This design comes from an exercise in tuning for small area, a short achievable clock period and few clock cycles on the open sky130 flow, not from production work.
The RTL was checked by simulation tests, not by an equivalence proof against the original design.
Power figures rest on the tool's default switching activity, not on a simulated workload.

==> flow/design.v <==
module proc (
   imem_addr, dmem_addr, dmem_wdata, dmem_we, halted,
   clk, rst, imem_data, dmem_rdata
   );
   input clk;
   input rst;
   input [15:0] imem_data;
   input [15:0] dmem_rdata;
   output [15:0] imem_addr;
   output [15:0] dmem_addr;
   output [15:0] dmem_wdata;
   output dmem_we;
   output halted;
   reg [15:0] ir;       
   reg        v;        
   reg        hf;       
   reg [15:0] pcn;      
   reg [15:0] ra;       
   reg [15:0] rb;       
   reg [15:0] rw;       
   reg        sub;      
   reg [15:0] r0, r1, r2, r3, r4, r5, r6, r7;
   wire [4:0] op = ir[15:11];
   wire [2:0] rs = ir[10:8];
   wire [2:0] rt = ir[7:5];
   wire [2:0] rd = ir[4:2];
   wire is_halt  = (op == 5'b00000);
   wire is_j     = (op[4:2] == 3'b001);                    
   wire is_link  = (op[4:1] == 4'b0011);                   
   wire is_br    = (op[4:2] == 3'b011);
   wire is_alui  = (op[4:2] == 3'b010);                    
   wire is_shi   = (op[4:2] == 3'b101);                    
   wire is_st    = (op == 5'b10000);
   wire is_ld    = (op == 5'b10001);
   wire is_slbi  = (op == 5'b10010);
   wire is_stu   = (op == 5'b10011);
   wire is_lbi   = (op == 5'b11000);
   wire is_btr   = (op == 5'b11001);
   wire is_shr   = (op == 5'b11010);
   wire is_arr   = (op == 5'b11011);
   wire is_set   = (op[4:2] == 3'b111);
   wire [16:0] s17 = {1'b0, ra} + {1'b0, rb};
   wire [15:0] sum = s17[15:0];
   wire cout = s17[16];
   wire [15:0] p = ra ^ rb;
   wire eq = &p;                                           
   wire le = (ra[15] ^ rb[15]) ? sum[15] : ra[15];         
   reg set_r;
   always @(*) begin
      case (op[1:0])
        2'b00: set_r = eq;
        2'b01: set_r = le & ~eq;
        2'b10: set_r = le;
        default: set_r = cout;
      endcase
   end
   wire [1:0] shop = is_shi ? op[1:0] : ir[1:0];          
   wire [3:0] amt  = rb[3:0];
   wire left = ~shop[1];
   wire [15:0] arev;
   genvar gi;
   generate for (gi = 0; gi < 16; gi = gi + 1) begin : g_rev
      assign arev[gi] = ra[15 - gi];
   end endgenerate
   wire [15:0] sx = left ? arev : ra;
   wire [15:0] s1 = amt[0] ? {sx[0], sx[15:1]} : sx;
   wire [15:0] s2 = amt[1] ? {s1[1:0], s1[15:2]} : s1;
   wire [15:0] s3 = amt[2] ? {s2[3:0], s2[15:4]} : s2;
   wire [15:0] s4 = amt[3] ? {s3[7:0], s3[15:8]} : s3;
   wire [15:0] mask = 16'hFFFF >> amt;
   wire [15:0] sm = shop[0] ? (s4 & mask) : s4;
   wire [15:0] smrev;
   generate for (gi = 0; gi < 16; gi = gi + 1) begin : g_rev2
      assign smrev[gi] = sm[15 - gi];
   end endgenerate
   wire [15:0] shift_r = left ? smrev : sm;
   wire lxor = is_alui ? ~op[0] : ~ir[0];
   wire [15:0] logic_r = lxor ? p : (p & ra);
   wire sel_sum = (is_alui & ~op[1]) | is_stu | (is_arr & ~ir[1]);
   wire sel_log = (is_alui & op[1]) | (is_arr & ir[1]);
   wire sel_sh  = is_shi | is_shr;
   wire [15:0] wdata = ({16{sel_sum}} & (sum ^ {16{sub}}))
                     | ({16{sel_log}} & logic_r)
                     | ({16{sel_sh}}  & shift_r)
                     | {15'h0000, is_set & set_r}
                     | ({16{is_btr}}  & arev)
                     | ({16{is_slbi}} & {ra[7:0], ir[7:0]})
                     | ({16{is_lbi}}  & {{8{ir[7]}}, ir[7:0]})
                     | ({16{is_ld}}   & dmem_rdata)
                     | ({16{is_link}} & pcn);
   wire act = v & ~hf;
   wire wen = act & (is_alui | is_shi | is_ld | is_slbi | is_stu | op[4:3] == 2'b11 | is_link);
   reg [2:0] wsel;
   always @(*) begin
      if (is_link) wsel = 3'd7;
      else if (is_alui | is_shi | is_ld) wsel = rt;
      else if (is_stu | is_slbi | is_lbi) wsel = rs;
      else wsel = rd;
   end
   wire [15:0] wd = rst ? 16'h0000 : wdata;
   wire [7:0] wdec = 8'b1 << wsel;
   wire [7:0] we = {8{rst}} | ({8{wen}} & wdec);
   always @(posedge clk) begin
      if (we[0]) r0 <= wd;
      if (we[1]) r1 <= wd;
      if (we[2]) r2 <= wd;
      if (we[3]) r3 <= wd;
      if (we[4]) r4 <= wd;
      if (we[5]) r5 <= wd;
      if (we[6]) r6 <= wd;
      if (we[7]) r7 <= wd;
   end
   assign dmem_addr  = sum;
   assign dmem_wdata = rw;
   assign dmem_we    = act & (is_st | is_stu);
   wire wz = ~|rw;
   reg bcond;
   always @(*) begin
      case (op[1:0])
        2'b00: bcond = wz;
        2'b01: bcond = ~wz;
        2'b10: bcond = rw[15];
        default: bcond = ~rw[15];
      endcase
   end
   wire take = v & (is_j | (is_br & bcond));
   assign imem_addr = take ? sum : pcn;
   wire [15:0] pcn_next = imem_addr + 16'd2;
   wire [15:0] fi = imem_data;
   wire [4:0] fop = fi[15:11];
   wire f_br  = (fop[4:2] == 3'b011);
   wire f_pc  = f_br | (fop[4:2] == 3'b001 && !fop[0]);    
   wire [2:0] fa = fi[10:8];
   wire [2:0] fb = f_br ? fi[10:8] : fi[7:5];
   wire [7:0] fa1 = 8'b1 << fa;
   wire [7:0] fb1 = 8'b1 << fb;
   wire [15:0] rda = ({16{fa1[0]}} & r0) | ({16{fa1[1]}} & r1) | ({16{fa1[2]}} & r2) | ({16{fa1[3]}} & r3)
                   | ({16{fa1[4]}} & r4) | ({16{fa1[5]}} & r5) | ({16{fa1[6]}} & r6) | ({16{fa1[7]}} & r7);
   wire [15:0] rdb = ({16{fb1[0]}} & r0) | ({16{fb1[1]}} & r1) | ({16{fb1[2]}} & r2) | ({16{fb1[3]}} & r3)
                   | ({16{fb1[4]}} & r4) | ({16{fb1[5]}} & r5) | ({16{fb1[6]}} & r6) | ({16{fb1[7]}} & r7);
   wire fwa = wen & (wsel == fa);
   wire fwb = wen & (wsel == fb);
   wire [15:0] opa = fwa ? wdata : rda;
   wire [15:0] opb = fwb ? wdata : rdb;
   wire f_sub = (fop == 5'b01001) | (fop == 5'b11011 && fi[1:0] == 2'b01)
              | (fop[4:2] == 3'b111 && fop[1:0] != 2'b11);
   reg [15:0] fimm;
   always @(*) begin
      if (fop[4:2] == 3'b001) fimm = fop[0] ? {8'h00, fi[7:0]} : {{5{fi[10]}}, fi[10:0]};
      else if (f_br) fimm = {{8{fi[7]}}, fi[7:0]};
      else fimm = {{11{fi[4]}}, fi[4:0]};
   end
   wire [15:0] fb_val = (fop[4] & fop[3]) ? opb : fimm;
   always @(posedge clk) begin
      ir  <= fi;
      ra  <= f_pc ? pcn_next : opa;
      rb  <= fb_val ^ {16{f_sub}};
      rw  <= opb;
      sub <= f_sub;
   end
   always @(posedge clk) begin
      if (rst) begin
         v   <= 1'b0;
         hf  <= 1'b0;
         pcn <= 16'h0000;
      end else begin
         v   <= 1'b1;
         hf  <= hf | (v & is_halt);
         pcn <= pcn_next;
      end
   end
   assign halted = hf | (v & is_halt);
endmodule
==> flow/flow/run.sh <==
#!/bin/bash
# The standard layout (the standard.sh: standard synthesis, ORFS floorplan to finish)
# with two choices of cells changed:
#  - every input and output port still gets its own buffer, but a plain buf_2 instead of
#    the delay cell (clkdlybuf4s50_1) that buffer_ports picks by default;
#  - clock tree synthesis as ORFS runs it, without dummy loads.
set -euo pipefail
bash standard.sh \
  "BUFFER_PORTS_ARGS=-buffer_cell sky130_fd_sc_hd__buf_2" \
  "CTS_ARGS=-sink_clustering_enable -repair_clock_nets -dont_use_dummy_load" \
  finish > flow_make.log 2>&1
==> flow/standard.sh <==
#!/bin/bash
# synth_recipe.tcl (not shown) runs the flow's synth.tcl, then flattens the netlist and writes it again
# the make line also repeats each setting of config.mk as NAME=value (left out here)
make -C /OpenROAD-flow-scripts/flow DESIGN_CONFIG=/design/flow/config.mk WORK_HOME=/design/flow/orfs CLKGATE_MAP_FILE= SYNTH_SCRIPT=/design/flow/synth_recipe.tcl "${@:-finish}"
==> flow/config.mk <==
export PLATFORM = sky130hd
export DESIGN_NAME = proc
export DESIGN_NICKNAME = proc
export VERILOG_FILES = /design/flow/design.v
export SDC_FILE = /design/flow/constraint.sdc
export NUM_CORES = 4
export LEC_CHECK = 0
export ABC_AREA = 1
export CAP_MARGIN = 20
export CORE_MARGIN = 2
export CORE_UTILIZATION = 40
export PLACE_DENSITY = 0.6
export SETUP_SLACK_MARGIN = 5
export SLEW_MARGIN = 20
==> flow/constraint.sdc <==
create_clock -name core_clock -period 12.0 [get_ports {clk}]
set_input_delay 2.4000 -clock core_clock [delete_from_list [all_inputs] [get_ports {clk}]]
set_output_delay 2.4000 -clock core_clock [all_outputs]
set_load 0.01 [all_outputs]
==> results.txt, run 1 <==
- Port-buffer cells: 83
- # IOs: 84
- Maximum vdd drop: between 0.1 and 0.15 mV
- Dpl hpwl: 39,780 um
- Setup Skew: between 0.06 and 0.07 ns
- Internal power: about 1.5 mW
- Status: finished clean
- Total gr overflow: 0
- Final Max Tran Viols: 0
- CP Buf/Inv Count: 3
- Root Buffer: clkbuf_16
- Final setup viols: 0
- Unrepaired setup endpoints after global routing: no
- FF/Latch Area: 5505 um2
- Most common cell on crit path: nand2_1
- Area leader, netlist: edfxtp_1
- Fillers: around 3,300
- Cell Rows: 66
- Share of cells above drive strength 1: a little under an eighth
- Final Hold Fails: 0
- Net Count, Synth: 1,817
- Cell with the most instances after synthesis: nand2_1
- Design Area, Final: around 15,000 um2
- WL final: between 50,000 and 60,000 um
- Cts hold-fix bufs: 0
- Full die area: ~35,000 um2
- Vias per Instance: 5.834
- Post-synthesis register bit count: ~210
- Clock transition at path regs: ~0.050 ns
- Critical path class: register to output port
- Num CTS Buffers: 25
- Final period utilization: between 50% and 60%
- Clk latency of the worst-skew pair: roughly 0.55 ns
- Slowest CP cell: dfxtp_1
- DRC: 0
- Final WS setup: ~5.3 ns
- Area of the multi-input gates: ~6700 um2
- # nets final: 1,886
- Core area: roughly 33,000 um2
- Placed insts: roughly 2,200
- Antenna viol nets, final: 0
- Minimum clock period: around 6.7 ns
- Gpl congestion: 0.9930
- Crit-path max FO: 22
- Vias in the first global route: around 12,000
- Sequential fraction of the synthesis area: about two fifths
- Prevailing post-synth register cell: edfxtp_1
- Synth Area per Inst: between 7 and 8 um2
- Area of the mapped netlist: roughly 13,000 um2
- First-pass GRT wire length: about 77,000 um
- 1st-pass router iterations: 8
- Post-cts resize count: 0
- Kind of cell adding the most delay to the critical path: buffers and inverters
- Post-synthesis cell type count: just under 60
- Hold path cells: 2
- Die Span X: 186.2 um
- Mapped Cells: roughly 1,700
- Crit path from: rb[1]$_DFF_P_
- Slew margin rel.: between 20% and 30%
- Final Non-Filler Cells: between 2,000 and 2,500
- Critical path data arrival time: ~4.3 ns
- Initial Utilization: 40.70%
- Combinational share of power: about a third
- Reg power frac: between 30% and 40%
- Worst hold path startpoint: v$_DFF_P_
- Maximum clock frequency: roughly 0.15 GHz
- Drt initial violations: approximately 1,400
- Post-CTS setup buffers: 0
- Worst R2R Setup Slack: 7.25 ns
- Synth async-reset ratio: 0%
- Min-Delay Endpoint: hf$_SDFF_PP0_
- Ys Warns: 1
- GRT Total Usage: 30.16%
- P_leak: 6.561 nW
- MaxCap Viol Count: 0
- PwrDens: between 150 and 200 nW/um2
- Cells on worst reg2reg path: 14
- EDFF count, synth: about 130
- CP peak stage delay: 0.87 ns
- Psw: between 800 and 900 uW
- Crit path launch type: register
- Worst R2R End: r0[7]$_DFFE_PP_
- Worst endpoint required time: approximately 9.6 ns
- Area post-placement: approximately 14,000 um2
- Area contributors post-synth: edfxtp_1 29%, nand2_1 13%, dfxtp_1 13%
- Top-area cell type share of the netlist area: around 29%
- Clk network pwr share: between 20% and 30%
- Pre-CTS setup slack: 5.900 ns
- Worst r2r src: rb[1]$_DFF_P_
- CTS tree: built
- Crit-path cells: clkinv_1 > ha_1 > or2_1 > o21ai_1 > nand2_1 > nand2_1 > nand2_1 > nand2_1 > nand2_1 > nand3_1 > nand2_1 > o21ai_0 > inv_1 > buf_2
- Clock buffer depth: 3
- Die span in y: 186.2 um
- Initial antenna violation count: 2
- Total vias in the final route: 13,180
- CTS H-Tree Depth: 1
- Average wire per standard cell: about 23 um
- Crit end category: output port
- P&R area growth vs syn: 11.14%
- Largest net degree at the start of global routing: 34
- Post-synth top cells: 444 x nand2_1, 269 x nand3_1, 190 x inv_1
- Worst-Margin Slew: 1.095 ns
- Clk sink count: about 210
- Switch share: between 30% and 40%
- Post-Route Setup TNS: 0 ns
- Hold Path Class: register to register
layer usage:
layer | vias up | GRT usage (%) | wire, um
met5 | - | 0 | 11
met4 | 2 | 15.34 | 3099
met3 | 172 | 4.342 | 4326
met2 | 709 | 49.19 | 23390
met1 | 6154 | 39.16 | 21560
li1 | 6141 | - | -
cell families after synthesis:
kind of cell	Yosys count	share of synthesized area (%)
fa+ha+maj	34	3.261
simple gates	921	31.41
buf+inv	278	8.538
xor+xnor	19	1.253
flops	211	41.47
compound gates	286	14.07
registers in the layout, indices dropped and copies added (netlist names), 16 cells and up:
register	count
ir	16
pcn	16
r0	16
r1	16
r2	16
r3	16
r4	16
r5	16
r6	16
r7	16
ra	16
rb	16
rw	16
tightest hold or removal path, cell delays in order (launching register included):
cell and delay (ns):
dfxtp_1 0.31, nand3_1 0.10, a21oi_1 0.07
per-stage QoR:
| stage | total power [mW] | util (%) | hold WS, ns |
|---|---|---|---|
| finish | 2.345 | 45.24 | 0.5273 |
| global placement | 1.699 | 43.29 | 0.5067 |
| detailed placement | 1.703 | 43.31 | 0.5156 |
| global route | 2.461 | 45.23 | 0.5615 |
| CTS | 2.337 | 45.23 | 0.5249 |
| floorplan | 1.411 | - | 0.4805 |
power by group through the flow:
stage               clock network, mW  logic (mW)  registers [mW]
floorplan                           0       0.488           0.923
global placement                    0       0.753           0.946
detailed placement                  0       0.756           0.948
CTS                             0.645       0.758           0.933
global route                    0.671       0.846           0.944
finish                          0.636       0.774           0.935
how the worst max path moves through the flow:
stage | end | slack, ns | depth (start not counted)
floorplan | imem_addr[7] | 6.86 | 13
global placement | imem_addr[15] | 6.01 | 14
detailed placement | imem_addr[7] | 5.90 | 12
CTS | imem_addr[7] | 5.36 | 12
global route | imem_addr[15] | 5.01 | 14
finish | imem_addr[15] | 5.27 | 14
placed cells by master (no fill, tap or decap), drive strengths merged, types with 29 or more instances in the layout:
cell / count
o21ai: 85
buf: 103
nand3: 280
a21oi: 62
a221oi: 29
edfxtp: 128
dfxtp: 83
nand2: 460
ha: 33
nor2: 104
inv: 207
cell type report:
type,count,share of cell area [%]
multi-input cells,1260,45.26
inverters,217,5.588
clock buffers,25,4.240
flip-flops and latches,211,37.31
well taps,442,3.748
diodes,1,0.01696
repair buffers,103,3.833
Testbench counts, summed over its fixed seeds: cycles 36,069.
==> run 2, diff against run 1 <==
--- a/flow/flow/run.sh
+++ b/flow/flow/run.sh
@@ -5,7 +5,7 @@
 #    the delay cell (clkdlybuf4s50_1) that buffer_ports picks by default;
 #  - clock tree synthesis as ORFS runs it, without dummy loads.
 set -euo pipefail
-bash standard.sh \
+bash standard.sh SETUP_SLACK_MARGIN=7 \
   "BUFFER_PORTS_ARGS=-buffer_cell sky130_fd_sc_hd__buf_2" \
   "CTS_ARGS=-sink_clustering_enable -repair_clock_nets -dont_use_dummy_load" \
   finish > flow_make.log 2>&1
--- a/flow/config.mk
+++ b/flow/config.mk
@@ -10,5 +10,4 @@
 export CORE_MARGIN = 2
 export CORE_UTILIZATION = 40
 export PLACE_DENSITY = 0.6
-export SETUP_SLACK_MARGIN = 5
 export SLEW_MARGIN = 20
==> run 2 against run 1 <==
  * Clock power shrank 0.9%
  * Critical path depth is 2 higher
  * Sequential share of layout area shrank 2.2 points
  * Highest routed layer is now met4
  * Global-route usage grew 0.11 points
  * Synthesized cell count did not move
  * Cell count increased by 1.9%
  * Sequential cell count is the same
  * Worst setup slack better by 1.7 ns
  * Still clean on timing, DRC and antenna
  * Die area stayed put
  * First-iteration DRC count is 10% higher
  * Design area rose by 6.8%
  * Power increased by 6.6%
==> results.txt, run 2 <==
- Status: finished clean
- Switch share: between 30% and 40%
- Mapped Cells: about 1,700
- Initial antenna violation count: 0
- Kind of cell adding the most delay to the critical path: simple AND/OR/NAND/NOR gates
- Drt initial violations: 1,576
- CTS tree: built
- Area contributors post-synth: edfxtp_1 29%, nand2_1 13%, dfxtp_1 13%
- EDFF count, synth: 128
- Maximum vdd drop: roughly 0.11 mV
- Reg power frac: 37.3%
- Average wire per standard cell: ~23 um
- Most common cell on crit path: nand2_2
- Clk latency of the worst-skew pair: between 0.5 and 0.6 ns
- Critical path data arrival time: 2.61 ns
- Crit end category: output port
- P_leak: 6.889 nW
- Vias in the first global route: roughly 12,000
- Post-synthesis cell type count: 59
- PwrDens: roughly 160 nW/um2
- Slew margin rel.: 22.86%
- Slowest CP cell: dfxtp_4
- CP peak stage delay: 0.38 ns
- # IOs: 84
- GRT Total Usage: between 30 and 40%
- Most frequent cells in the layout: 421 x nand2_1, 265 x nand3_1, 177 x inv_1, 128 x edfxtp_1, 93 x nor2_1
- Combinational share of power: about 38%
- Synth Area per Inst: 7.591 um2
- Clock buffer depth: 3
- Post-synthesis register bit count: around 210
- Crit-path max FO: 4
- Area leader, netlist: edfxtp_1
- Maximum clock frequency: about 0.20 GHz
- Post-synth top cells: 444 x nand2_1, 269 x nand3_1, 190 x inv_1
- Critical path class: register to output port
- Final Hold Fails: 0
- Die span in y: ~190 um
- P&R area growth vs syn: 18.69%
- Sequential fraction of the synthesis area: between 40% and 50%
- Ys Warns: 1
- Total vias in the final route: ~14,000
- Dpl hpwl: 39,560 um
- CTS H-Tree Depth: 1
- Vias per Instance: approximately 6
- Hold WS: ~0.52 ns
- Antenna viol nets, final: 0
- Full die area: 34,660 um2
- # diodes: 0
- Area of the mapped netlist: about 13,000 um2
- Crit path launch type: register
- Fillers: between 3,000 and 4,000
- Root Buffer: clkbuf_16
- Cell Rows: 66
- Total gr overflow: 0
- MaxCap Viol Count: 0
- Synth async-reset ratio: 0%
- Crit-path cells: clkinv_8 > ha_4 > inv_1 > a21oi_2 > o21ai_2 > nand2_1 > nand2_2 > nand2_2 > nand2_2 > nand2_2 > nand2_2 > nand2_2 > nand2_2 > o21ai_2 > inv_1 > buf_6
- Prevailing post-synth register cell: edfxtp_1
- Num CTS Buffers: 25
- First-pass GRT wire length: roughly 77,000 um
- Post-Route Setup TNS: 0 ns
- Setup Skew: around 0.056 ns
- Final Max Tran Viols: 0
- CP Buf/Inv Count: 4
- Area of the multi-input gates: 7202 um2
- Top-area cell type share of the netlist area: between 20% and 30%
- Minimum clock period: between 5 and 6 ns
- WL final: 53,570 um
- Unrepaired setup endpoints after global routing: yes
- Final period utilization: between 40% and 50%
- Core area: around 33,000 um2
- Initial Utilization: 40.70%
- Worst-Margin Slew: around 1.2 ns
- # nets final: 1,930
- Die Span X: 186.2 um
- Largest net degree at the start of global routing: 34
- Psw: about 950 uW
- Clock transition at path regs: approximately 0.050 ns
- Hold Path Class: register to register
- Worst endpoint required time: 9.60 ns
- 1st-pass router iterations: 6
- Cell with the most instances after synthesis: nand2_1
- Clk network pwr share: between 20% and 30%
- Internal power: 1.547 mW
- DRC: 0
- Share of cells above drive strength 1: between 15 and 20%
- FF/Latch Area: 5532 um2
- Gpl congestion: 0.9891
- Clk sink count: 211
- Final setup viols: 0
- Port-buffer cells: 83
- Most common cell after layout, fill and taps aside: nand2_1
- Net Count, Synth: around 1,800
[run 2: cell counts after synthesis]
Identical to the previous run, type by type.
[run 2: power by group through the flow]
| stage | Clock, mW | Sequential, mW | Combinational (mW) |
|---|---|---|---|
| floorplan | 0 | 0.923 | 0.490 |
| global placement | 0 | 0.947 | 0.752 |
| detailed placement | 0 | 0.948 | 0.754 |
| CTS | 0.641 | 0.927 | 0.829 |
| global route | 0.669 | 0.940 | 1.01 |
| finish | 0.630 | 0.933 | 0.937 |
[run 2: logic make-up (layout without fill, tap and decap cells)]
family | after synthesis | after routing | synth area share, %
buf+inv | 278 | 389 | 8.538
xor+xnor | 19 | 19 | 1.253
simple gates | 921 | 921 | 31.41
compound gates | 286 | 286 | 14.07
fa+ha+maj | 34 | 34 | 3.261
flops | 211 | 211 | 41.47
[run 2: cell type report]
| cell class | instances | share of cell area, % |
|---|---|---|
| Clock buffer | 25 | 3.970 |
| Multi-Input combinational cell | 1260 | 45.70 |
| Timing Repair Buffer | 146 | 6.225 |
| Sequential cell | 211 | 35.10 |
| Tap cell | 442 | 3.510 |
| Inverter | 217 | 5.455 |
| Timing Repair inverter | 1 | 0.03176 |
[run 2: stage by stage]
| stage | utilization (%) | instance area, um2 | worst slack [ns] | power, mW | cells |
|---|---|---|---|---|---|
| after floorplan | - | 13290 | 7.090 | 1.413 | 1749 |
| after global placement | 43.27 | 14110 | 5.934 | 1.698 | 2230 |
| after detailed placement | 43.31 | 14130 | 5.838 | 1.702 | 2231 |
| after CTS | 46.69 | 15230 | 6.879 | 2.397 | 2277 |
| after global routing | 48.31 | 15760 | 6.901 | 2.617 | 2302 |
| final | 48.31 | 15760 | 6.992 | 2.500 | 2302 |
[run 2: worst paths after layout]
| kind | startpoint | end | slack [ns] | cells after the start |
|---|---|---|---|---|
| setup / recovery | rb[2]$_DFF_P_ | imem_addr[15] | 6.99 | 16 |
| hold / removal | v$_DFF_P_ | hf$_SDFF_PP0_ | 0.52 | 2 |
| setup reg to reg | ir[15]$_DFF_P_ | r2[3]$_DFFE_PP_ | 7.83 | 9 |
| hold reg to reg | v$_DFF_P_ | hf$_SDFF_PP0_ | 0.52 | 2 |
[run 2: routing by layer]
layer / part of all wire [%] / track usage (%)
met1: 40 / 39.25
met2: 46 / 50.05
met3: 8.5 / 3.660
met4: 5.6 / 15.21
met5: 0 / 0
[run 2: worst reg2reg max path, stage by stage, from the launching register on]
cell and delay [ns]:
dfxtp_1 0.59, inv_1 0.15, nand3_1 0.26, nor2_1 0.08, nor3_1 0.81, inv_1 0.58
o21ai_0 0.22, a21oi_1 0.11, nor4_1 0.64, a21oi_1 0.42
[run 2: what timing repair did]
item | in CTS | in global routing
endpoints found under the setup margin | 31 | 21
resized for setup | 83 | 79
setup buffers | 18 | 25
pin swaps | 14 | 31
hold buffers | 0 | 0
cloned | 3 | 0
==> run 3, diff against run 2 <==
==> flow/flow/run.sh (replaced) <==
#!/bin/bash
# The standard layout (the standard.sh: standard synthesis, ORFS floorplan to finish)
# with these changes:
#  - repair_timing aims at a larger setup slack (SETUP_SLACK_MARGIN) at the design's
#    unchanged clock period;
#  - every input and output port still gets its own buffer, a plain buf_2 instead of
#    the delay cell (clkdlybuf4s50_1) that buffer_ports picks by default;
#  - clock tree synthesis as ORFS runs it, without dummy loads.
set -euo pipefail
bash standard.sh SETUP_SLACK_MARGIN=7 MATCH_CELL_FOOTPRINT=0 \
  "BUFFER_PORTS_ARGS=-buffer_cell sky130_fd_sc_hd__buf_2" \
  "CTS_ARGS=-sink_clustering_enable -repair_clock_nets -dont_use_dummy_load" \
  finish > flow_make.log 2>&1
==> run 3 against run 2 <==
  * Clock skew decreased by 0.020 ns
  * Die area unchanged
  * Global-route usage increased by 0.22 points
  * Critical endpoint is now imem_addr[14]
  * Design area decreased by 0.37%
  * Combinational power decreased by 1%
  * Worst hold slack improved by 0.0049 ns
  * Sequential cell count unchanged
  * First-iteration DRC count increased by 3.2%
  * Still clean on timing, DRC and antenna
  * Largest cell class unchanged
  * Worst setup slack got worse by 0.024 ns
  * Highest routed layer unchanged
  * Core utilization decreased by 0.18 points
==> results.txt, run 3 <==
- First-pass GRT wire length: 77,670 um
- CTS H-Tree Depth: 1
- Antenna viol nets, final: 0
- Crit path launch type: register
- Post-synthesis register bit count: approximately 210
- Area leader, netlist: edfxtp_1
- Final Non-Filler Cells: 2,299
- Unrepaired setup endpoints after global routing: yes
- Slew margin rel.: 22.68%
- Die span in y: 186.2 um
- Final core utilization: between 40% and 50%
- Net Count, Synth: 1,817
- Vias in the first global route: 12,170
- Worst-Margin Slew: 1.160 ns
- Final period utilization: 41.93%
- Post-synthesis cell type count: 59
- Initial antenna violation count: 0
- Mapped Cells: 1,749
- Post-synth top cells: 444 x nand2_1, 269 x nand3_1, 190 x inv_1
- Largest net degree at the start of global routing: 34
- Root Buffer: clkbuf_16
- Fillers: around 3,200
- Sequential fraction of the synthesis area: 41.47%
- Maximum vdd drop: about 0.16 mV
- 1st-pass router iterations: 6
- Synth async-reset ratio: 0%
- Maximum clock frequency: ~0.2 GHz
- P&R area growth vs syn: 18.25%
- Post-Route Setup TNS: 0 ns
- Placed insts: around 2,200
- Synth Area per Inst: about 7.6 um2
- Crit end category: output port
- MaxCap Viol Count: 0
- Num CTS Buffers: 24
- Gpl congestion: 0.9827
- # diodes: 0
- Die Span X: 186.2 um
- Area contributors post-synth: edfxtp_1 29%, nand2_1 13%, dfxtp_1 13%
- Clk latency of the worst-skew pair: about 0.53 ns
- P_leak: approximately 7 nW
- Initial Utilization: approximately 41%
- Final Max Tran Viols: 0
- Port-buffer cells: between 80 and 90
- Cell Rows: 66
- Crit-path max FO: 4
- Setup Skew: 0.03578 ns
- Cell with the most instances after synthesis: nand2_1
- Core area: about 33,000 um2
- WL final: ~54,000 um
- Area of the mapped netlist: around 13,000 um2
- EDFF count, synth: approximately 130
- Top-area cell type share of the netlist area: about 29%
- # IOs: 84
- GRT Total Usage: between 30% and 40%
- Prevailing post-synth register cell: edfxtp_1
- Vias per Instance: 5.875
- Share of cells above drive strength 1: slightly below 20%
- Most frequent cells in the layout: 423 x nand2_1, 263 x nand3_1, 177 x inv_1, 128 x edfxtp_1, 94 x nor2_1
- CTS tree: built
- Final setup viols: 0
- Average wire per standard cell: 23.41 um
- Hold Path Class: register to register
- Critical path data arrival time: roughly 2.6 ns
- Drt initial violations: 1,626
- # nets final: approximately 1,900
- Full die area: roughly 35,000 um2
- PwrDens: 158.3 nW/um2
- Worst endpoint required time: 9.60 ns
- Critical path class: register to output port
- Minimum clock period: ~5.0 ns
- Total vias in the final route: 13,510
- Hold WS: 0.5286 ns
- Final Hold Fails: 0
- Ys Warns: 1
- Clk sink count: between 200 and 250
- Cts hold-fix bufs: 0
- Clock transition at path regs: approximately 0.070 ns
- Clock buffer depth: 3
- Most common cell after layout, fill and taps aside: nand2_1
- Status: finished clean
- Dpl hpwl: just under 40,000 um
- Total gr overflow: 0
- DRC: 0
==> run 3: cell counts after synthesis <==
Identical to the previous run, type by type.
==> run 3: cell type report <==
| class | count | area (um2) | share of cell area, % |
|---|---|---|---|
| flip-flops and latches | 211 | 5540 | 35.29 |
| clock buffers | 24 | 600.6 | 3.826 |
| multi-input cells | 1260 | 7189 | 45.80 |
| repair buffers | 144 | 952.2 | 6.065 |
| repair inverters | 1 | 5.005 | 0.03188 |
| inverters | 217 | 858.3 | 5.467 |
| well taps | 442 | 553.0 | 3.523 |
==> run 3: through the flow <==
| step | total power, mW | cell area (um2) | worst slack [ns] |
|---|---|---|---|
| after detailed placement | 1.701 | 14130 | 5.891 |
| after global placement | 1.697 | 14120 | 5.989 |
| after global routing | 2.602 | 15700 | 6.874 |
| after floorplan | 1.411 | 13280 | 7.016 |
| after CTS | 2.388 | 15210 | 6.936 |
| final | 2.485 | 15700 | 6.968 |
==> run 3: timing repair <==
item / in CTS / in global routing
cloned: 3 / 0
resized for setup: 90 / 82
buffers inserted: 19 / 19
pin swaps: 6 / 28
endpoints found under the setup margin: 29 / 22
==> run 3: worst max-delay path, stage by stage, from the launching register on <==
cell     delay (ns)
dfxtp_4        0.35
buf_12         0.12
ha_4           0.16
fa_2           0.36
nand3_2        0.11
nand2_4        0.09
nand3_2        0.10
nand3_4        0.10
nand2_1        0.09
nand2_1        0.06
nand2_1        0.11
nand2_4        0.09
nand2_1        0.09
nand2_2        0.07
inv_1          0.07
buf_2          0.13
==> run 3: routing by layer <==
| layer | routed length (um) | vias to the layer above | share of wire, % | GRT usage (%) |
|---|---|---|---|---|
| met5 | 0 | - | 0 | 0 |
| met4 | 2942 | 0 | 5.5 | 14.33 |
| met3 | 4433 | 137 | 8.2 | 3.699 |
| met2 | 24350 | 781 | 45 | 49.56 |
| met1 | 22080 | 6365 | 41 | 40.62 |
| li1 | - | 6224 | - | - |
==> run 3: where the power goes <==
part           total, mW  switching (mW)  internal, mW
logic              0.926           0.617         0.309
clock network      0.624           0.275         0.349
registers          0.935          0.0640         0.871
==> run 3: cells by family after synthesis <==
| logic type | after synthesis | synth area share (%) |
|---|---|---|
| buffers and inverters | 278 | 8.538 |
| adders and majority gates | 34 | 3.261 |
| xor gates and xnor gates | 19 | 1.253 |
| DFF | 211 | 41.47 |
| and+or+nand+nor | 921 | 31.41 |
| AOI/OAI and AO/OA | 286 | 14.07 |
==> run 3: final timing paths <==
path             startpoint         endpoint  slack, ns  cells after the start
max reg2reg  ir[15]$_DFF_P_  r1[3]$_DFFE_PP_       7.95                      9
min reg2reg       v$_DFF_P_    hf$_SDFF_PP0_       0.53                      2
min               v$_DFF_P_    hf$_SDFF_PP0_       0.53                      2
max           rb[0]$_DFF_P_    imem_addr[14]       6.97                     15
==> run 4, diff against run 3 <==
--- a/flow/flow/run.sh
+++ b/flow/flow/run.sh
@@ -7,7 +7,7 @@
 #    the delay cell (clkdlybuf4s50_1) that buffer_ports picks by default;
 #  - clock tree synthesis as ORFS runs it, without dummy loads.
 set -euo pipefail
-bash standard.sh SETUP_SLACK_MARGIN=7 MATCH_CELL_FOOTPRINT=0 \
+bash standard.sh SETUP_SLACK_MARGIN=7.5 \
   "BUFFER_PORTS_ARGS=-buffer_cell sky130_fd_sc_hd__buf_2" \
   "CTS_ARGS=-sink_clustering_enable -repair_clock_nets -dont_use_dummy_load" \
   finish > flow_make.log 2>&1
--- a/flow/config.mk
+++ b/flow/config.mk
@@ -5,7 +5,6 @@
 export SDC_FILE = /design/flow/constraint.sdc
 export NUM_CORES = 4
 export LEC_CHECK = 0
-export ABC_AREA = 1
 export CAP_MARGIN = 20
 export CORE_MARGIN = 2
 export CORE_UTILIZATION = 40
==> run 4 against run 3 <==
  * First-iteration DRC count grew 7.1%
  * Register-to-register slack lost 0.31 ns
  * Power grew 18%
  * Clock power shrank 11%
  * Sequential power grew 7%
  * Non-clock buffer count grew 110
  * Sequential cell count is the same
  * Critical path depth shrank 6
  * Via count grew 3.7%
  * Worst setup slack lost 0.28 ns
  * Still clean on timing, DRC and antenna
  * Design area grew 16%
  * Routed wire length grew 10%
  * Largest power group is now combinational cells
==> results.txt, run 4 <==
- Crit end category: output port
- Gpl congestion: 0.9709
- # diodes: 0
- Vias per Instance: 6.619
- Area of the mapped netlist: between 10,000 and 15,000 um2
- 1st-pass router iterations: 6
- Share of cells above drive strength 1: around a third
- Post-synthesis cell type count: 88
- MaxCap Viol Count: 0
- Cell with the most instances after synthesis: nand2_1
- Maximum vdd drop: roughly 0.12 mV
- Synth async-reset ratio: 0%
- Most common cell after layout, fill and taps aside: nand2_1
- Cts hold-fix bufs: 0
- Clk latency of the worst-skew pair: about 0.50 ns
- FF/Latch Area: approximately 5600 um2
- Total vias in the final route: 14,010
- Crit-path max FO: 10
- Post-Synth Simple-Gate Area: between 15 and 20%
- Post-Synth Adder-Cell Area: 3.044%
- Port-buffer cells: slightly above 80
- Sequential fraction of the synthesis area: between 30% and 40%
- First-pass GRT wire length: between 80,000 and 90,000 um
- WL final: approximately 59,000 um
- Final period utilization: between 40% and 50%
- Worst-Margin Slew: 1.123 ns
- Antenna viol nets, final: 0
- Status: finished clean
- Worst R2R Setup Slack: roughly 7.6 ns
- Num CTS Buffers: 21
- Minimum clock period: ~5.3 ns
- Critical path class: register to output port
- Initial Utilization: between 40% and 50%
- CTS H-Tree Depth: 1
- Final Max Tran Viols: 0
- PwrDens: roughly 160 nW/um2
- P&R area growth vs syn: 27.59%
- Final setup viols: 0
- CTS tree: built
- Maximum clock frequency: 0.1882 GHz
- Largest net degree at the start of global routing: 58
- Post-Route Setup TNS: 0 ns
- Root Buffer: clkbuf_16
- Fillers: roughly 3,100
- Mux share of post-synthesis cell area: approximately an eighth
- Clk sink count: 211
- P_leak: 6.972 nW
- Worst endpoint required time: 9.60 ns
- Ys Warns: 1
- Die span in y: approximately 190 um
- Mapped Cells: roughly 1,500
- Clock transition at path regs: approximately 0.060 ns
- Full die area: around 37,000 um2
- Cell Rows: between 60 and 70
- Prevailing post-synth register cell: edfxtp_1
- GRT Total Usage: between 30% and 40%
- Unrepaired setup endpoints after global routing: yes
- # IOs: 84
- Slew margin rel.: 25.10%
- Top-area cell type share of the netlist area: about 27%
- Compound-cell area share of the yosys netlist: 22.45%
- Average wire per standard cell: between 20 and 30 um
- Area contributors post-synth: edfxtp_1 27%, dfxtp_1 12%, mux2i_1 5.1%
- Initial antenna violation count: 0
- Hold Path Class: register to register
- Dpl hpwl: between 30,000 and 40,000 um
- Most frequent cells in the layout: 140 x nand2_1, 139 x buf_4, 128 x edfxtp_1, 90 x nor2_1
- EDFF count, synth: roughly 130
- Design Area, Final: 18,140 um2
- Synth Area per Inst: slightly below 10 um2
- Area of the multi-input gates: between 9000 and 10,000 um2
- Post-synthesis register bit count: roughly 210
- Setup Skew: roughly 0.022 ns
- Critical path data arrival time: roughly 2.9 ns
- DRC: 0
- Vias in the first global route: ~13,000
- Core area: 35,310 um2
- Net Count, Synth: 1,548
- Final Hold Fails: 0
- Post-Synth XOR/XNOR Area: 3.036%
- Drt initial violations: between 1,500 and 2,000
- Largest family of logic cells by synthesized area: compound AO/OA/AOI/OAI gates
- Area post-placement: approximately 15,000 um2
- # nets final: between 1,500 and 2,000
- Post-synth top cells: 147 x nand2_1, 128 x edfxtp_1, 100 x nor2_1
- Die Span X: around 190 um
- Area leader, netlist: edfxtp_1
- Total gr overflow: 0
- Clock buffer depth: 3
- Crit path launch type: register
## run 4: cell types whose count changed after synthesis, moves of 21 or more
cell      before  now
nand2_1      444  147
nand3_1      269   46
inv_1        190   58
mux2i_1        0   72
clkbuf_1      30   73
a22oi_1       16   51
xnor2_1        1   36
mux2_2         0   33
mux4_2         0   31
o211ai_1      17   45
and2_1         7   28
## run 4: metal layers
layer  part of all wire [%]  vias up  wire length (um)  GRT usage, %
met4                    7.5        0              4432         17.15
met1                     39     6830             22810         39.97
met2                     45      926             26420         48.41
met3                    9.3      236              5528         4.455
li1                       -     6013                 -             -
met5                      0        -                 0             0
## run 4: path summary, 6_finish.rpt
kind                 start               end  cells after the start
min reg2reg  hf$_SDFF_PP0_     hf$_SDFF_PP0_                      2
max reg2reg  ir[1]$_DFF_P_  r1[12]$_DFFE_PP_                      9
min          hf$_SDFF_PP0_     hf$_SDFF_PP0_                      2
max          rb[2]$_DFF_P_     imem_addr[13]                      9
## run 4: stage by stage
| stage | hold WS (ns) | utilization, % | setup WS [ns] | cells | power [mW] |
|---|---|---|---|---|---|
| floorplan | 0.4806 | - | 7.258 | 1480 | 1.600 |
| global placement | 0.5433 | 43.45 | 6.369 | 1947 | 1.945 |
| finish | 0.5673 | 51.38 | 6.687 | 2116 | 2.933 |
| detailed placement | 0.5609 | 43.45 | 6.245 | 1947 | 1.953 |
| global route | 0.5979 | 51.38 | 6.641 | 2116 | 3.034 |
| CTS | 0.5742 | 49.01 | 6.702 | 2058 | 2.751 |
## run 4: critical path: stages, from the launching register on
cell     delay, ns
dfxtp_4       0.37
buf_4         0.19
ha_2          0.22
inv_2         0.16
a31o_4        0.21
nand3_4       0.09
or4_1         0.52
nand4_1       0.26
o21a_1        0.24
buf_2         0.15
## run 4: kinds of logic after synthesis
| family | Yosys count |
|---|---|
| simple gates | 451 |
| compound gates | 439 |
| flops | 211 |
| buf+inv | 162 |
| mux | 137 |
| xor+xnor | 46 |
| fa+ha+maj | 34 |
## run 4: repair_timing
| item | in CTS | in global routing |
|---|---|---|
| resized for setup | 176 | 79 |
| pin swaps | 45 | 40 |
| endpoints found under the setup margin | 69 | 88 |
| setup buffers | 84 | 54 |
| gates cloned | 6 | 4 |
## run 4: report_power, final
group | switching, mW | internal (mW) | leakage, nW
combinational | 0.770 | 0.607 | 4.69
clock | 0.250 | 0.307 | 0.259
sequential | 0.117 | 0.882 | 2.03
total | 1.14 | 1.80 | 6.97
## run 4: area by class of cell
cell class                 instances  area share, %
sequential                       211          30.83
inverter                          59          1.365
clock buffer                      21          2.896
tap                              461          3.179
timing repair buffer             254          11.47
multi-input combinational       1110          50.26
==> run 5, diff against run 4 <==
--- a/flow/flow/run.sh
+++ b/flow/flow/run.sh
@@ -7,7 +7,7 @@
 #    the delay cell (clkdlybuf4s50_1) that buffer_ports picks by default;
 #  - clock tree synthesis as ORFS runs it, without dummy loads.
 set -euo pipefail
-bash standard.sh SETUP_SLACK_MARGIN=7.5 \
+bash standard.sh SETUP_SLACK_MARGIN=7 \
   "BUFFER_PORTS_ARGS=-buffer_cell sky130_fd_sc_hd__buf_2" \
   "CTS_ARGS=-sink_clustering_enable -repair_clock_nets -dont_use_dummy_load" \
   finish > flow_make.log 2>&1
--- a/flow/config.mk
+++ b/flow/config.mk
@@ -5,8 +5,10 @@
 export SDC_FILE = /design/flow/constraint.sdc
 export NUM_CORES = 4
 export LEC_CHECK = 0
+export ABC_AREA = 1
 export CAP_MARGIN = 20
 export CORE_MARGIN = 2
 export CORE_UTILIZATION = 40
 export PLACE_DENSITY = 0.6
 export SLEW_MARGIN = 20
+export TNS_END_PERCENT = 0
==> run 5 against run 4 <==
  * Register-to-register slack better by 0.60 ns
  * Power decreased by 16%
  * First-iteration DRC count down 14%
  * Worst setup slack improved by 0.28 ns
  * Clock power up 12%
  * Still clean on timing, DRC and antenna
  * Critical endpoint is now imem_addr[7]
  * Sequential power is 7% lower
  * Sequential share of layout area rose by 4.7 points
  * Sequential cell count unchanged
  * Clock skew rose by 0.052 ns
  * Global-route usage fell by 0.41 points
  * Core utilization down 3.7 points
  * Critical path depth up 3
==> results.txt, run 5 <==
- Crit-path max FO: 4
- Vias per Instance: between 5 and 6
- Clock transition at path regs: roughly 0.06 ns
- Synth async-reset ratio: 0%
- Internal power: 1.521 mW
- Crit path from: rb[2]$_DFF_P_
- Initial Utilization: slightly above 40%
- Final Max Tran Viols: 0
- P&R area growth vs syn: 17.15%
- Gpl congestion: around 1
- Maximum vdd drop: about 0.13 mV
- Combinational share of power: a little under two fifths
- CP peak stage delay: between 0.3 and 0.4 ns
- 1st-pass router iterations: 5
- Ys Warns: 1
- Hold WS: between 0.5 and 0.6 ns
- Worst R2R Setup Slack: slightly above 8 ns
- Reg power frac: a little under two fifths
- Mapped Cells: roughly 1,700
- Clk sink count: about 210
- Net Count, Synth: about 1,800
- Unrepaired setup endpoints after global routing: yes
- Hold Path Class: register to register
- Kind of cell adding the most delay to the critical path: simple AND/OR/NAND/NOR gates
- CTS tree: built
- Crit end category: output port
- Sequential fraction of the synthesis area: between 40 and 50%
- Pre-CTS setup slack: 5.909 ns
- Prevailing post-synth register cell: edfxtp_1
- Cts hold-fix bufs: 0
- Clk network pwr share: about a quarter
- Area contributors post-synth: edfxtp_1 29%, nand2_1 13%, dfxtp_1 13%
- Worst setup endpoint: imem_addr[7]
- Crit path launch type: register
- Top-area cell type share of the netlist area: 28.95%
- GRT Total Usage: approximately 30%
- Total vias in the final route: 13,470
- CTS H-Tree Depth: 1
- Design Area, Final: between 15,000 and 20,000 um2
- Critical path class: register to output port
- # nets final: between 1,500 and 2,000
- Crit-path cells: clkinv_8 > ha_4 > or2_4 > o21ai_2 > nand2_1 > nand2_2 > nand2_1 > nand2_2 > xor2_2 > o21ai_1 > inv_1 > buf_2
- Root Buffer: clkbuf_16
- Cell with the most instances after synthesis: nand2_1
- Area leader, netlist: edfxtp_1
- Area post-placement: roughly 14,000 um2
- Cells on worst reg2reg path: 9
- Most common cell after layout, fill and taps aside: nand2_1
- Vias in the first global route: about 12,000
- Crit. path cell count: 12
- Final setup viols: 0
- Worst r2r src: ir[15]$_DFF_P_
- Drt initial violations: roughly 1,500
- CP Buf/Inv Count: 3
- Share of cells above drive strength 1: a little under a fifth
- Slowest CP cell: dfxtp_4
- Total gr overflow: 0
- Dpl hpwl: about 40,000 um
- DRC: 0
- Antenna viol nets, final: 0
- Post-Route Setup TNS: 0 ns
- WL final: 53,500 um
- Core area: between 30,000 and 40,000 um2
- Initial antenna violation count: 1
- Critical path data arrival time: around 2.6 ns
- # diodes: 0
- Status: finished clean
- PwrDens: 158.8 nW/um2
- EDFF count, synth: around 130
- Pwr Total: around 2.5 mW
- Post-synthesis register bit count: about 210
- First-pass GRT wire length: roughly 77,000 um
- Port-buffer cells: 83
- Setup Skew: roughly 0.073 ns
- MaxCap Viol Count: 0
- Slew margin rel.: between 20% and 30%
- Synth Area per Inst: approximately 7.6 um2
- Worst endpoint required time: 9.60 ns
- Final period utilization: 41.91%
- Final WS setup: about 7 ns
- Average wire per standard cell: 23.30 um
- Worst-Margin Slew: between 1 and 1.5 ns
- Largest net degree at the start of global routing: 34
- # IOs: 84
- Area of the mapped netlist: roughly 13,000 um2
- Minimum clock period: 5.030 ns
- Final Hold Fails: 0
- Full die area: between 30,000 and 40,000 um2
- Post-synthesis cell type count: just under 60
- Die span in y: about 190 um
- Maximum clock frequency: between 0.15 and 0.2 GHz
- Most frequent cells in the layout: 428 x nand2_1, 264 x nand3_1, 178 x inv_1, 128 x edfxtp_1, 93 x nor2_1
- Worst R2R End: r0[5]$_DFFE_PP_
- Psw: approximately 950 uW
- Post-synth top cells: 444 x nand2_1, 269 x nand3_1, 190 x inv_1
- Clk latency of the worst-skew pair: 0.55 ns
- Num CTS Buffers: 24
- Cell Rows: 66
- P_leak: ~6.8 nW
- Clock buffer depth: 3
- Die Span X: between 150 and 200 um
- Switch share: about two fifths
## run 5: cell families after synthesis
| logic type | synth area share [%] |
|---|---|
| buf+inv | 8.538 |
| xor+xnor | 1.253 |
| compound gates | 14.07 |
| fa+ha+maj | 3.261 |
| simple gates | 31.41 |
| flops | 41.47 |
## run 5: area by class of cell
type	instances	area, um2
fill	3257	17070
multi-input combinational	1260	7109
sequential	211	5529
timing repair buffer	141	902.1
inverter	217	854.6
clock buffer	24	600.6
tap	442	553.0
timing repair inverter	1	5.005
## run 5: worst register-to-register path, stage by stage, from the launching register on
cell and delay [ns]:
dfxtp_1 0.59, nand3_2 0.31, o21ai_0 0.94, nor2_2 0.16, nand2_1 0.14, o21ai_0 0.10, nand3b_1 0.26, nand2_1 0.09
nand3_1 0.24, a21oi_1 0.68
## run 5: how the worst min path moves through the flow
stage	endpoint	cells after the start	slack, ns	from
2_1_floorplan	hf$_SDFF_PP0_	2	0.48	v$_DFF_P_
3_3_place_gp	hf$_SDFF_PP0_	2	0.51	v$_DFF_P_
3_5_place_dp	hf$_SDFF_PP0_	2	0.51	v$_DFF_P_
4_1_cts	hf$_SDFF_PP0_	2	0.52	v$_DFF_P_
5_1_grt	hf$_SDFF_PP0_	2	0.54	v$_DFF_P_
6_report	hf$_SDFF_PP0_	2	0.52	v$_DFF_P_
## run 5: power groups by stage
stage	Sequential, mW	Clock, mW	Combinational, mW
after detailed placement	0.948	0	0.757
after CTS	0.927	0.634	0.797
final	0.932	0.625	0.913
after global routing	0.940	0.657	0.983
after global placement	0.945	0	0.755
after floorplan	0.923	0	0.489
## run 5: metal layers
| layer | track usage [%] | vias to the layer above | share of wire [%] |
|---|---|---|---|
| met2 | 49.62 | 734 | 45 |
| met5 | 0 | - | 0.017 |
| met3 | 3.407 | 165 | 7.7 |
| li1 | - | 6204 | - |
| met1 | 39.24 | 6364 | 41 |
| met4 | 15.46 | 2 | 5.9 |
## run 5: per-stage QoR
step                      util (%)  instances
after floorplan                  -       1749
after global placement       43.33       2232
after detailed placement     43.35       2232
after CTS                    45.91       2266
after global routing         47.68       2296
final                        47.68       2296
## run 5: what timing repair did
action | in CTS | in global routing
buffers inserted | 9 | 28
pin swaps | 0 | 24
endpoints found under the setup margin | 31 | 23
hold endpoints to repair | 0 | 0
cloned | 1 | 2
gates resized for setup | 52 | 86
==> run 6, diff against run 5 <==
--- a/flow/config.mk
+++ b/flow/config.mk
@@ -11,4 +11,3 @@
 export CORE_UTILIZATION = 40
 export PLACE_DENSITY = 0.6
 export SLEW_MARGIN = 20
-export TNS_END_PERCENT = 0
==> run 6 against run 5 <==
  * Global-route usage up 0.15 points
  * Core utilization up 0.63 points
  * Cell count is 0.26% higher
  * Sequential cell count stayed put
  * Design area grew 1.3%
  * Largest cell class unchanged
  * Worst hold slack better by 0.0068 ns
  * Clock-buffer cell count grew 1
  * Combinational power is 2.6% higher
  * Clock power grew 0.8%
  * Area after synthesis unchanged
  * Sequential power barely moved
==> results.txt, run 6 <==
- Worst endpoint required time: ~9.6 ns
- Post-synthesis cell type count: between 50 and 60
- Vias in the first global route: ~12,000
- Final setup viols: 0
- Design Area, Final: 15,760 um2
- EDFF count, synth: roughly 130
- Total gr overflow: 0
- Die Span X: 186.2 um
- Crit-path max FO: 4
- Area of the mapped netlist: 13,280 um2
- Initial antenna violation count: 0
- Root Buffer: clkbuf_16
- Pre-CTS setup slack: 5.838 ns
- 1st-pass router iterations: 6
- Crit-path cells: clkinv_8 > ha_4 > inv_1 > a21oi_2 > o21ai_2 > nand2_1 > nand2_2 > nand2_2 > nand2_2 > nand2_2 > nand2_2 > nand2_2 > nand2_2 > o21ai_2 > inv_1 > buf_6
- Net Count, Synth: around 1,800
- P&R area growth vs syn: 18.69%
- Hold Path Class: register to register
- GRT Total Usage: a little under a third
- Reg power frac: 37.3%
- Clock buffer depth: 3
- Maximum vdd drop: 0.1064 mV
- # nets final: 1,930
- Num CTS Buffers: 25
- Maximum clock frequency: about 0.2 GHz
- CP peak stage delay: approximately 0.38 ns
- Combinational share of power: 37.5%
- Total vias in the final route: 13,570
- First-pass GRT wire length: 77,390 um
- Clk sink count: about 210
- Clock transition at path regs: about 0.05 ns
- Largest net degree at the start of global routing: 34
- Minimum clock period: about 5.0 ns
- # IOs: 84
- Slowest CP cell: dfxtp_4
- Drt initial violations: between 1,500 and 2,000
- Fillers: roughly 3,200
- Initial Utilization: between 40% and 50%
- CTS tree: built
- Synth async-reset ratio: 0%
- PwrDens: roughly 160 nW/um2
- Cell with the most instances after synthesis: nand2_1
- Area contributors post-synth: edfxtp_1 29%, nand2_1 13%, dfxtp_1 13%
- Antenna viol nets, final: 0
- Setup Skew: roughly 0.056 ns
- Top-area cell type share of the netlist area: 28.95%
- Most frequent cells in the layout: 421 x nand2_1, 265 x nand3_1, 177 x inv_1, 128 x edfxtp_1, 93 x nor2_1
- Status: finished clean
- Crit end category: output port
- P_leak: roughly 6.9 nW
- Most common cell on crit path: nand2_2
- CP Buf/Inv Count: 4
- Final period utilization: about two fifths
- Final WS setup: between 6 and 7 ns
- Post-Route Setup TNS: 0 ns
- Post-synth top cells: 444 x nand2_1, 269 x nand3_1, 190 x inv_1
- WL final: around 54,000 um
- Slew margin rel.: ~23%
- Sequential fraction of the synthesis area: between 40 and 50%
- Kind of cell adding the most delay to the critical path: simple AND/OR/NAND/NOR gates
- Most common cell after layout, fill and taps aside: nand2_1
- Final Max Tran Viols: 0
- # diodes: 0
- Final Hold Fails: 0
- Worst-Margin Slew: ~1.2 ns
- Mapped Cells: 1,749
- Ys Warns: 1
- Die span in y: approximately 190 um
- Switch share: about two fifths
- Area post-placement: ~14,000 um2
- CTS H-Tree Depth: 1
- Unrepaired setup endpoints after global routing: yes
- Vias per Instance: ~5.9
- Cell Rows: 66
- Area leader, netlist: edfxtp_1
- Full die area: between 30,000 and 40,000 um2
- Final core utilization: about half
- Core area: between 30,000 and 40,000 um2
- Crit path launch type: register
- Prevailing post-synth register cell: edfxtp_1
- Internal power: 1.547 mW
- Psw: about 950 uW
- Critical path data arrival time: around 2.6 ns
- Clk latency of the worst-skew pair: between 0.5 and 0.6 ns
- Clk network pwr share: 25.2%
- Gpl congestion: 0.9891
- DRC: 0
- Port-buffer cells: between 80 and 90
- Dpl hpwl: between 30,000 and 40,000 um
- MaxCap Viol Count: 0
- Average wire per standard cell: approximately 23 um
- Synth Area per Inst: between 7 and 8 um2
- Share of cells above drive strength 1: 19.57%
- Critical path class: register to output port
- Pwr Total: roughly 2.5 mW
- Post-synthesis register bit count: between 200 and 250
run 6: cell count changes in the layout (fill, tap and decap cells not counted), sizes merged:
| cell | delta |
|---|---|
| buf | +5 |
| clkbuf | -1 |
| bufbuf | +2 |
run 6: final cells by class:
type / count / area, um2 / share of cell area, %
sequential: 211 / 5532 / 35.10
clock buffer: 25 / 625.6 / 3.970
tap: 442 / 553.0 / 3.510
timing repair buffer: 146 / 980.9 / 6.225
timing repair inverter: 1 / 5.005 / 0.03176
multi-input combinational: 1260 / 7202 / 45.70
inverter: 217 / 859.6 / 5.455
run 6: power by group through the flow:
stage	combinational [mW]	sequential [mW]	clock, mW
6_report	0.937	0.933	0.630
5_1_grt	1.01	0.940	0.669
4_1_cts	0.829	0.927	0.641
3_5_place_dp	0.754	0.948	0
3_3_place_gp	0.752	0.947	0
2_1_floorplan	0.490	0.923	0
run 6: worst reg2reg max path, cell delays in order (launching register included):
cell,delay (ns)
dfxtp_1,0.59
inv_1,0.15
nand3_1,0.26
nor2_1,0.08
nor3_1,0.81
inv_1,0.58
o21ai_0,0.22
a21oi_1,0.11
nor4_1,0.64
a21oi_1,0.42
run 6: per-layer routing:
layer | global-route usage [%] | wire, um | part of all wire [%]
met1 | 39.25 | 21420 | 40
met3 | 3.660 | 4575 | 8.5
met5 | 0 | 0 | 0
met2 | 50.05 | 24560 | 46
met4 | 15.21 | 3014 | 5.6
run 6: path summary, 6_finish.rpt:
| check | startpoint | end | slack (ns) | cells past startpoint |
|---|---|---|---|---|
| min reg2reg | v$_DFF_P_ | hf$_SDFF_PP0_ | 0.52 | 2 |
| min | v$_DFF_P_ | hf$_SDFF_PP0_ | 0.52 | 2 |
| max | rb[2]$_DFF_P_ | imem_addr[15] | 6.99 | 16 |
| max reg2reg | ir[15]$_DFF_P_ | r2[3]$_DFFE_PP_ | 7.83 | 9 |
run 6: kinds of logic (layout without fill, tap and decap cells):
| group | count (synthesis) | in the layout | share of synthesized area (%) |
|---|---|---|---|
| and+or+nand+nor | 921 | 921 | 31.41 |
| AOI/OAI and AO/OA | 286 | 286 | 14.07 |
| buffers and inverters | 278 | 389 | 8.538 |
| DFF | 211 | 211 | 41.47 |
| adders and majority gates | 34 | 34 | 3.261 |
| xor gates and xnor gates | 19 | 19 | 1.253 |
run 6: what timing repair did:
| item | CTS | global route |
|---|---|---|
| pin swaps | 14 | 31 |
| resized for setup | 83 | 79 |
| buffers inserted | 18 | 25 |
| setup endpoints to repair | 31 | 21 |
| endpoints found under the hold margin | 0 | 0 |
| cloned | 3 | 0 |
| hold buffers | 0 | 0 |
run 6: stage by stage:
step                      hold WS, ns  instances
after CTS                      0.5239       2277
final                          0.5237       2302
after detailed placement       0.5152       2231
after global placement         0.5083       2230
after global routing           0.5782       2302
after floorplan                0.4805       1749
==> run 7, diff against run 6 <==
--- a/flow/config.mk
+++ b/flow/config.mk
@@ -8,6 +8,6 @@
 export ABC_AREA = 1
 export CAP_MARGIN = 20
 export CORE_MARGIN = 2
-export CORE_UTILIZATION = 40
-export PLACE_DENSITY = 0.6
+export CORE_UTILIZATION = 50
+export PLACE_DENSITY = 0.7
 export SLEW_MARGIN = 20
==> run 7 against run 6 <==
  * Largest power group unchanged
  * Worst hold slack lost 0.0096 ns
  * Sequential cell count is the same
  * Die area shrank 20%
  * Cell count shrank 3.8%
  * Routed wire length shrank 2.2%
  * Synthesized cell count is the same
  * Largest cell class unchanged
==> results.txt, run 7 <==
- Status: finished clean
- Hold Path Class: register to register
- # nets final: 1,950
- GRT Total Usage: a little over a third
- Dpl hpwl: roughly 39,000 um
- Clk latency of the worst-skew pair: around 0.53 ns
- Antenna viol nets, final: 0
- PwrDens: between 150 and 200 nW/um2
- MaxCap Viol Count: 0
- Final setup viols: 0
- Average wire per standard cell: roughly 24 um
- Prevailing post-synth register cell: edfxtp_1
- P_leak: 7.000 nW
- Kind of cell adding the most delay to the critical path: simple AND/OR/NAND/NOR gates
- Setup Skew: approximately 0.02 ns
- Fillers: ~2,400
- Final Hold Fails: 0
- Clk sink count: ~210
- Net Count, Synth: between 1,500 and 2,000
- Cell Rows: 59
- Combinational share of power: ~39%
- 1st-pass router iterations: 8
- Clock transition at path regs: about 0.060 ns
- Critical path data arrival time: 2.61 ns
- Clock buffer depth: 3
- Most common cell on crit path: nand2_4
- # diodes: 0
- Critical path class: register to output port
- Num CTS Buffers: 24
- Clk network pwr share: 24.4%
- CTS tree: built
- Initial antenna violation count: 0
- First-pass GRT wire length: just under 80,000 um
- Area of the mapped netlist: 13,280 um2
- Sequential fraction of the synthesis area: 41.47%
- Total gr overflow: 0
- Pwr Total: about 2.5 mW
- Psw: 967.5 uW
- EDFF count, synth: ~130
- Post-synth top cells: 444 x nand2_1, 269 x nand3_1, 190 x inv_1
- Worst endpoint required time: between 9 and 10 ns
- Crit path from: rb[1]$_DFF_P_
- CTS H-Tree Depth: 1
- Worst hold path startpoint: v$_DFF_P_
- Ys Warns: 1
- Pre-CTS setup slack: just under 6 ns
- Slowest CP cell: dfxtp_4
- Worst r2r src: ir[15]$_DFF_P_
- Core area: about 26,000 um2
- Synth async-reset ratio: 0%
- Reg power frac: 37.0%
- Drt initial violations: between 1,500 and 2,000
- Die Span X: about 170 um
- Die span in y: roughly 170 um
- Post-Route Setup TNS: 0 ns
- Crit-path cells: clkinv_8 > ha_4 > or2_4 > o21ai_4 > nand2_2 > nand2_4 > nand2_2 > nand2_4 > nand2_4 > nand3_4 > nand2_4 > o21ai_4 > inv_1 > buf_2
- Hold WS: 0.5141 ns
- Minimum clock period: 5.014 ns
- Total vias in the final route: around 14,000
- Maximum vdd drop: 0.1318 mV
- DRC: 0
- Area contributors post-synth: edfxtp_1 29%, nand2_1 13%, dfxtp_1 13%
- Synth Area per Inst: 7.591 um2
- Most common cell after layout, fill and taps aside: nand2_1
- WL final: about 52,000 um
- Mapped Cells: 1,749
- Full die area: between 20,000 and 30,000 um2
- CP Buf/Inv Count: 3
- Cell with the most instances after synthesis: nand2_1
- Top-area cell type share of the netlist area: between 20% and 30%
- Final period utilization: a little over two fifths
- Post-synthesis register bit count: 211
- Share of cells above drive strength 1: about a fifth
- Final WS setup: 6.986 ns
- Area post-placement: 14,000 um2
- Initial Utilization: about 51%
- Design Area, Final: 15,860 um2
- Gpl congestion: 1.010
- CP peak stage delay: 0.40 ns
- Unrepaired setup endpoints after global routing: yes
- P&R area growth vs syn: 19.49%
- Root Buffer: clkbuf_16
- Most frequent cells in the layout: 417 x nand2_1, 264 x nand3_1, 172 x inv_1, 128 x edfxtp_1, 92 x nor2_1
- Worst R2R Setup Slack: a little over 8 ns
- Port-buffer cells: 83
- Crit end category: output port
- Largest net degree at the start of global routing: 34
- Internal power: around 1.6 mW
- Maximum clock frequency: around 0.2 GHz
- Vias in the first global route: ~13,000
- Switch share: between 30% and 40%
- Area leader, netlist: edfxtp_1
- # IOs: 84
- Slew margin rel.: between 20 and 30%
- Worst-Margin Slew: around 1.0 ns
- Vias per Instance: slightly above 6
- Crit path launch type: register
- Crit-path max FO: 6
- Post-synthesis cell type count: 59
- Final Max Tran Viols: 0
[run 7: cell counts after synthesis]
Identical to the previous run, type by type.
[run 7: cell type report]
cell class | count | area [um2] | share of cell area (%)
Clock buffer | 24 | 600.6 | 3.786
Inverter | 217 | 867.1 | 5.466
Multi-Input combinational cell | 1260 | 7291 | 45.96
Sequential cell | 211 | 5534 | 34.88
Tap cell | 335 | 419.2 | 2.642
Timing Repair Buffer | 167 | 1147 | 7.232
Timing Repair inverter | 1 | 5.005 | 0.03155
[run 7: logic make-up after synthesis]
group,count (synthesis),share of synthesized area (%)
AND/OR/NAND/NOR,921,31.41
XOR/XNOR,19,1.253
adder cells (fa/ha/maj),34,3.261
flip-flops,211,41.47
AO/OA/AOI/OAI,286,14.07
buffers and inverters,278,8.538
[run 7: repair_timing]
item	4_1_cts	5_1_grt
hold endpoints to repair	0	0
gates resized for setup	103	91
setup endpoints to repair	30	19
pin swaps	12	39
cloned	3	0
setup buffers	20	39
hold buffers	0	0
[run 7: worst paths after layout]
kind / end / depth (start not counted)
worst max-delay path: imem_addr[15] / 14
worst min-delay path: hf$_SDFF_PP0_ / 2
worst max register to register: r6[3]$_DFFE_PP_ / 9
worst min register to register: hf$_SDFF_PP0_ / 2
[run 7: metrics by stage]
stage	util, %	std cells
2_1_floorplan	-	1749
3_3_place_gp	53.73	2129
3_5_place_dp	53.73	2129
4_1_cts	58.25	2176
5_1_grt	60.88	2215
6_report	60.88	2215
[run 7: routing by layer]
layer	up-vias	GRT usage [%]	share of wire [%]
li1	6271	-	-
met5	-	0	0
met2	885	57.99	45
met3	185	5.846	9.9
met1	6359	47.11	39
met4	0	20.24	6.5
[run 7: worst register-to-register path, delay by kind of cell (launching register included)]
| kind | cells | cell delay [ns] |
|---|---|---|
| compound gates | 3 | 0.70 |
| buf+inv | 2 | 0.63 |
| flops | 1 | 0.59 |
| simple gates | 4 | 1.61 |
[run 7: power groups by stage]
| stage | sequential, mW | combinational, mW | clock, mW |
|---|---|---|---|
| 5_1_grt | 0.941 | 1.04 | 0.647 |
| 6_report | 0.934 | 0.974 | 0.616 |
| 4_1_cts | 0.928 | 0.834 | 0.620 |
| 2_1_floorplan | 0.923 | 0.490 | 0 |
| 3_3_place_gp | 0.943 | 0.746 | 0 |
| 3_5_place_dp | 0.945 | 0.750 | 0 |

-- static timing again, ports no longer ideal --
The results above use ideal ports. As a check the final layouts listed here were re-extracted and re-timed, cells and wires unchanged. Step 1, drivers: a clkbuf_16 drives clk and a buf_2 each remaining input, both assumed. Step 2 moves the port delays by t, midway between the first and last clock arrival at a register: inputs arrive t later, outputs are due t later. That takes back most of the time a late clock gives input paths. a / b / c = ideal / step 1 / step 2; a / b = the first two.
run	shift t [ns]	setup WS [ns]	clock arrival spread, ns	pins driven straight from the clock port
run 1	0.567	5.269 / 5.217 / 5.783	0.067 / 0.067	1
run 2	0.564	6.992 / 6.943 / 6.720	0.057 / 0.056	1
run 3	0.562	6.968 / 6.916 / 6.689	0.036 / 0.036	1
run 4	0.541	6.687 / 6.637 / 7.031	0.022 / 0.022	1
run 5	0.566	6.970 / 6.920 / 6.753	0.073 / 0.073	1
run 6	0.564	6.992 / 6.943 / 6.720	0.057 / 0.056	1
run 7	0.564	6.986 / 6.939 / 6.827	0.020 / 0.020	1
After both steps every run listed still meets setup and hold. The setup slack of run 3, which loses most, moves by -0.052 ns with the drivers and by -0.279 ns with both steps.
